Background: an optimization exercise with open tools, aiming at small area and few clock cycles per item. Do not read the settings as production practice. The RTL was checked by simulation tests, not by an equivalence proof against the original design. The flow treats the clock pin as an ideal source, which a real chip does not have.

== rev 12 ==
==> module phase1_top, before the edit <==
module phase1_top(
    input clk,
    input rst,
    output [15:0] imem_addr,
    input  [15:0] imem_rdata,
    output [15:0] dmem_addr,
    output [15:0] dmem_wdata,
    output        dmem_we,
    input  [15:0] dmem_rdata
);
reg  [15:0] pc;     
reg         xm;     
reg         pend;   
reg         lwb;    
reg  [3:0]  pr;
reg  [15:0] lb;
reg         fz, fv, fn;
reg  [15:0] R [1:15];
wire [15:0] ir = imem_rdata;
wire [3:0]  op = ir[15:12];
wire [3:0]  ra = ir[11:8];
wire [3:0]  rb = ir[7:4];
wire [3:0]  rc = ir[3:0];
wire is_alu = ~op[3];
wire is_lw  = op == 4'b1000;
wire is_sw  = op == 4'b1001;
wire is_lhb = op == 4'b1010;
wire is_llb = op == 4'b1011;
wire is_br  = op == 4'b1100;
wire is_jal = op == 4'b1101;
wire is_jr  = op == 4'b1110;
wire is_ex  = op == 4'b1111;
wire is_rel = is_br | is_jal;              
wire is_as  = ~op[3] & ~op[2] & ~op[1];    
wire sub    = op == 4'b0001;
wire [3:0]  addr_b = (op[3] | op[2]) ? ra : rc;
wire use_a = is_alu | is_lw | is_sw;
wire use_b = (~op[3] & ~op[2]) | is_sw | is_lhb | ((is_jr | is_ex) & ~xm);
wire hazard = pend & ((use_a & (rb == pr)) | (use_b & (addr_b == pr)) | (is_ex & ~xm));
wire hold   = hazard;
wire exe    = ~hold;                       
wire ctl    = exe & ~xm;                   
wire        iwen  = exe & (is_alu | is_lhb | is_llb | (is_jal & ~xm));
wire [3:0]  iwa   = (is_jal & ~xm) ? 4'd15 : ra;
wire        pwr   = pend & ~iwen;          
wire        wen   = iwen | pwr;
wire [3:0]  waddr = pwr ? pr : iwa;
wire        w_res = ~rst & ~pwr;
wire        w_dm  = ~rst & pwr & lwb;
wire        w_lb  = ~rst & pwr & ~lwb;
wire [15:0] pc_inc;
dp_inc INC(.a(pc), .y(pc_inc));
wire [15:0] rda, rdb;
rf_read_x RA(.en(~is_rel), .addr(rb), .xs(is_rel), .x(pc),
           .r1(R[1]), .r2(R[2]), .r3(R[3]), .r4(R[4]), .r5(R[5]),
           .r6(R[6]), .r7(R[7]), .r8(R[8]), .r9(R[9]), .r10(R[10]), .r11(R[11]),
           .r12(R[12]), .r13(R[13]), .r14(R[14]), .r15(R[15]), .q(rda));
rf_read RB(.addr(addr_b),
           .r1(R[1]), .r2(R[2]), .r3(R[3]), .r4(R[4]), .r5(R[5]),
           .r6(R[6]), .r7(R[7]), .r8(R[8]), .r9(R[9]), .r10(R[10]), .r11(R[11]),
           .r12(R[12]), .r13(R[13]), .r14(R[14]), .r15(R[15]), .q(rdb));
wire s_sh   = ~op[3] & op[2];            
wire [15:0] imm = is_jal ? {{4{ir[11]}}, ir[11:0]} :
                  is_br  ? {{8{ir[7]}}, ir[7:0]} : {{12{rc[3]}}, rc};
wire [15:0] add_b = op[3] ? imm : (rdb ^ {16{sub}});
wire [15:0] sum, g, p;
dp_add ADD(.a(rda), .b(add_b), .cin(sub | is_rel), .s(sum), .g(g), .p(p));
wire [15:0] rot, sk, sfn;
alu_shift SH(.en(w_res & s_sh), .op(op[1:0]), .k(rc), .a(rda), .rot(rot), .sk(sk), .sfn(sfn));
wire s_sum  = w_res & is_as;
wire s_g    = w_res & (op[3:1] == 3'b001);    
wire s_p    = w_res & (op == 4'b0011);
wire s_lo   = w_res & is_lhb;                 
wire s_llb_lo = w_res & is_llb;               
wire s_lhb_hi = w_res & is_lhb;               
wire s_sx   = w_res & is_llb;                 
wire s_link = w_res & is_jal;
wire [15:0] res;
genvar gi;
generate for (gi = 0; gi < 16; gi = gi + 1) begin : rs
  if (gi < 8) begin : lo
    dp_ao10 u(.s1(s_sum), .d1(sum[gi]), .s2(s_g), .d2(g[gi]), .s3(s_p), .d3(p[gi]),
              .s4(sk[gi]), .d4(rot[gi]), .s5(s_lo), .d5(rdb[gi]), .s6(s_llb_lo), .d6(ir[gi]),
              .s7(s_link), .d7(pc_inc[gi]), .s8(w_dm), .d8(dmem_rdata[gi]), .s9(w_lb), .d9(lb[gi]),
              .s10n(sfn[gi]), .y(res[gi]));
  end else begin : hi
    dp_ao10 u(.s1(s_sum), .d1(sum[gi]), .s2(s_g), .d2(g[gi]), .s3(s_p), .d3(p[gi]),
              .s4(sk[gi]), .d4(rot[gi]), .s5(s_lhb_hi), .d5(ir[gi-8]), .s6(s_sx), .d6(ir[7]),
              .s7(s_link), .d7(pc_inc[gi]), .s8(w_dm), .d8(dmem_rdata[gi]), .s9(w_lb), .d9(lb[gi]),
              .s10n(sfn[gi]), .y(res[gi]));
  end
end endgenerate
wire v_new = is_as & (rda[15] == add_b[15]) & (sum[15] != rda[15]);
wire z_new = res == 16'h0000;
wire n_new = (is_as & ~v_new) ? sum[15] : fn;
reg cond;
always @(*) begin
  case (ra)
    4'd0: cond = fz;
    4'd1: cond = ~fz;
    4'd2: cond = ~fz & ~fn;
    4'd3: cond = fn;
    4'd4: cond = fz | ~fn;
    4'd5: cond = fn | fz;
    4'd6: cond = fv;
    4'd7: cond = 1'b1;
    default: cond = 1'b0;
  endcase
end
wire taken  = ctl & ((is_br & cond) | is_jal);
wire to_reg = ctl & (is_jr | is_ex);
wire n_hold = ~rst & hold;
wire n_reg  = ~rst & to_reg;
wire n_tk   = ~rst & taken;
wire n_inc  = ~rst & exe & ~to_reg & ~taken;
wire [15:0] npc;
generate for (gi = 0; gi < 16; gi = gi + 1) begin : np
  dp_ao4 u(.s1(n_hold), .d1(pc[gi]), .s2(n_reg), .d2(rdb[gi]), .s3(n_inc), .d3(pc_inc[gi]),
           .s4(n_tk), .d4(sum[gi]), .y(npc[gi]));      
end endgenerate
assign imem_addr = npc;
wire [15:0] wd = res;
wire [15:1] wek;
dp_wdec WDEC(.rst(rst), .wen(wen), .waddr(waddr), .we(wek));
integer k;
always @(posedge clk) begin
  for (k = 1; k < 16; k = k + 1)
    if (wek[k]) R[k] <= wd;
end
wire lw_go = exe & is_lw & (ra != 4'd0);
always @(posedge clk) begin
  if (rst) begin
    pc   <= 16'h0000;
    xm   <= 1'b0;
    pend <= 1'b0;
    fz   <= 1'b0;
    fv   <= 1'b0;
    fn   <= 1'b0;
  end else begin
    if (!(ctl & is_ex)) pc <= npc;
    if (exe) xm <= ~xm & is_ex;
    pend <= lw_go | (pend & iwen & (iwa != pr));
    if (exe & is_alu) begin
      fz <= z_new;
      fv <= v_new;
      fn <= n_new;
    end
  end
  lwb <= lw_go;
  if (lw_go) pr <= ra;
  if (lwb) lb <= dmem_rdata;
end
assign dmem_addr  = sum;
assign dmem_wdata = rdb;
assign dmem_we    = ~rst & exe & is_sw;
endmodule
clock: 8.0 ns
lec_check: 0
cap_margin: 20
core_margin: 2
core_utilization: 60
cts_buf_list: sky130_fd_sc_hd__clkbuf_4
setup_slack_margin: 0.2
slew_margin: 20
synth_hierarchical: 1
standard.sh (not shown) runs the stock make flow with config.mk's settings and CLKGATE_MAP_FILE= SYNTH_SCRIPT=/design/flow/synth_recipe.tcl, a recipe that flattens the netlist after the stock synthesis.
==> flow/flow/run.sh <==
#!/bin/bash
# Layout flow: the standard flow (standard.sh: unchanged synthesis and
# steps) with three changes: the port buffers are sky130_fd_sc_hd__buf_2
# instead of the cell buffer_ports picks by default, clock tree synthesis
# inserts no dummy loads and puts at most 8 flip-flops on a leaf buffer, and after clock tree synthesis cells on paths
# with slack to spare are downsized (recover.tcl). ORFS writes each tool's
# output to orfs/logs; make's own output goes to flow.log here.
set -euo pipefail
here=$(cd "$(dirname "$0")" && pwd)
export BUFFER_PORTS_ARGS="-buffer_cell sky130_fd_sc_hd__buf_2"
export CTS_ARGS="-sink_clustering_enable -repair_clock_nets -buf_list sky130_fd_sc_hd__clkbuf_4 -sink_clustering_size 8 -sink_clustering_max_diameter 50 -dont_use_dummy_load"
export POST_CTS_TCL="$here/recover.tcl"
bash standard.sh finish > flow.log 2>&1
==> flow/flow/recover.tcl <==
# After clock tree synthesis and its timing repair: downsize cells on paths
# with slack to spare, then legalize the placement again.
repair_timing -recover_power 100 -setup_margin 0.2 -verbose
detailed_placement
check_placement -verbose
Testbench counts of rev 12, summed over its fixed seeds: cycles 10,331, instructions 10,191.
Modified inputs, rev 13 compared to rev 12
-- flow/design.v --
<<< rev 12, line 536
reg  [15:0] pc;     
reg         xm;     
reg         pend;   
reg         lwb;    
>>> rev 13, line 536
reg  [15:0] pc;     
reg         xm;     
reg         boot;   
reg         pend;   
reg         lwb;    
<<< rev 12, line 563
wire use_b = (~op[3] & ~op[2]) | is_sw | is_lhb | ((is_jr | is_ex) & ~xm);
wire hazard = pend & ((use_a & (rb == pr)) | (use_b & (addr_b == pr)) | (is_ex & ~xm));
wire hold   = hazard;
wire exe    = ~hold;                       
wire ctl    = exe & ~xm;                   
>>> rev 13, line 564
wire use_b = (~op[3] & ~op[2]) | is_sw | is_lhb | ((is_jr | is_ex) & ~xm);
wire hazard = pend & ((use_a & (rb == pr)) | (use_b & (addr_b == pr)) | (is_ex & ~xm));
wire hold   = boot | hazard;
wire exe    = ~hold;                       
wire ctl    = exe & ~xm;                   
<<< rev 12, line 635
wire taken  = ctl & ((is_br & cond) | is_jal);
wire to_reg = ctl & (is_jr | is_ex);
wire n_hold = ~rst & hold;
wire n_reg  = ~rst & to_reg;
wire n_tk   = ~rst & taken;
wire n_inc  = ~rst & exe & ~to_reg & ~taken;
wire [15:0] npc;
generate for (gi = 0; gi < 16; gi = gi + 1) begin : np
>>> rev 13, line 636
wire taken  = ctl & ((is_br & cond) | is_jal);
wire to_reg = ctl & (is_jr | is_ex);
wire n_hold = hold;
wire n_reg  = to_reg;
wire n_tk   = taken;
wire n_inc  = exe & ~to_reg & ~taken;
wire [15:0] npc;
generate for (gi = 0; gi < 16; gi = gi + 1) begin : np
<<< rev 12, line 658
    pc   <= 16'h0000;
    xm   <= 1'b0;
    pend <= 1'b0;
    fz   <= 1'b0;
>>> rev 13, line 659
    pc   <= 16'h0000;
    xm   <= 1'b0;
    boot <= 1'b1;
    pend <= 1'b0;
    fz   <= 1'b0;
<<< rev 12, line 665
    if (!(ctl & is_ex)) pc <= npc;
    if (exe) xm <= ~xm & is_ex;
    pend <= lw_go | (pend & iwen & (iwa != pr));
    if (exe & is_alu) begin
>>> rev 13, line 667
    if (!(ctl & is_ex)) pc <= npc;
    if (exe) xm <= ~xm & is_ex;
    boot <= 1'b0;
    pend <= lw_go | (pend & iwen & (iwa != pr));
    if (exe & is_alu) begin
### Flow results
Amount of wire on met2 after detailed routing ended up 5.8% higher on rev 13 than on rev 12. | portion of netlist area occupied by mux cells | rev 13 vs rev 12 | ≈ equal |. All-layer global routing usage (higher): rev 13. Final wirelength came out higher on rev 13 than on rev 12. Per the comparison of rev 13 with rev 12, cell count along the critical path went down by 1; number of sequential cells in the layout moved up. Density: rev 13 denser than rev 12.
Testbench counts of rev 13, summed over its fixed seeds: cycles 10,347, instructions 10,191.

[separate check: timing with driven ports]
No port has a modelled driver above. Below, the same layouts with a new extraction and two added sets of constraints. Step 1 assumes that a clkbuf_16 drives the clock port and a buf_2 every other input. Step 2, shift: input delay + t, output delay - t, t = (earliest + latest rising clock arrival at the registers) / 2. This alone moves slack from input paths to output paths. a / b / c = no drivers / after step 1 / after step 2; a / b = the first two.
| run | t (ns) | slack for setup (ns) | worst setup path at the end | pins driven straight from the clock port |
|---|---|---|---|---|
| rev 12 | 0.728 | 0.326 / 0.293 / 0.255 | input to register | 1 |
| rev 13 | 0.735 | 0.155 / 0.130 / 0.044 | input to register | 1 |
After both steps setup and hold are still met in every run listed. For rev 13, which loses most, drivers alone change the setup slack by -0.025 ns; drivers and shift together by -0.111 ns.
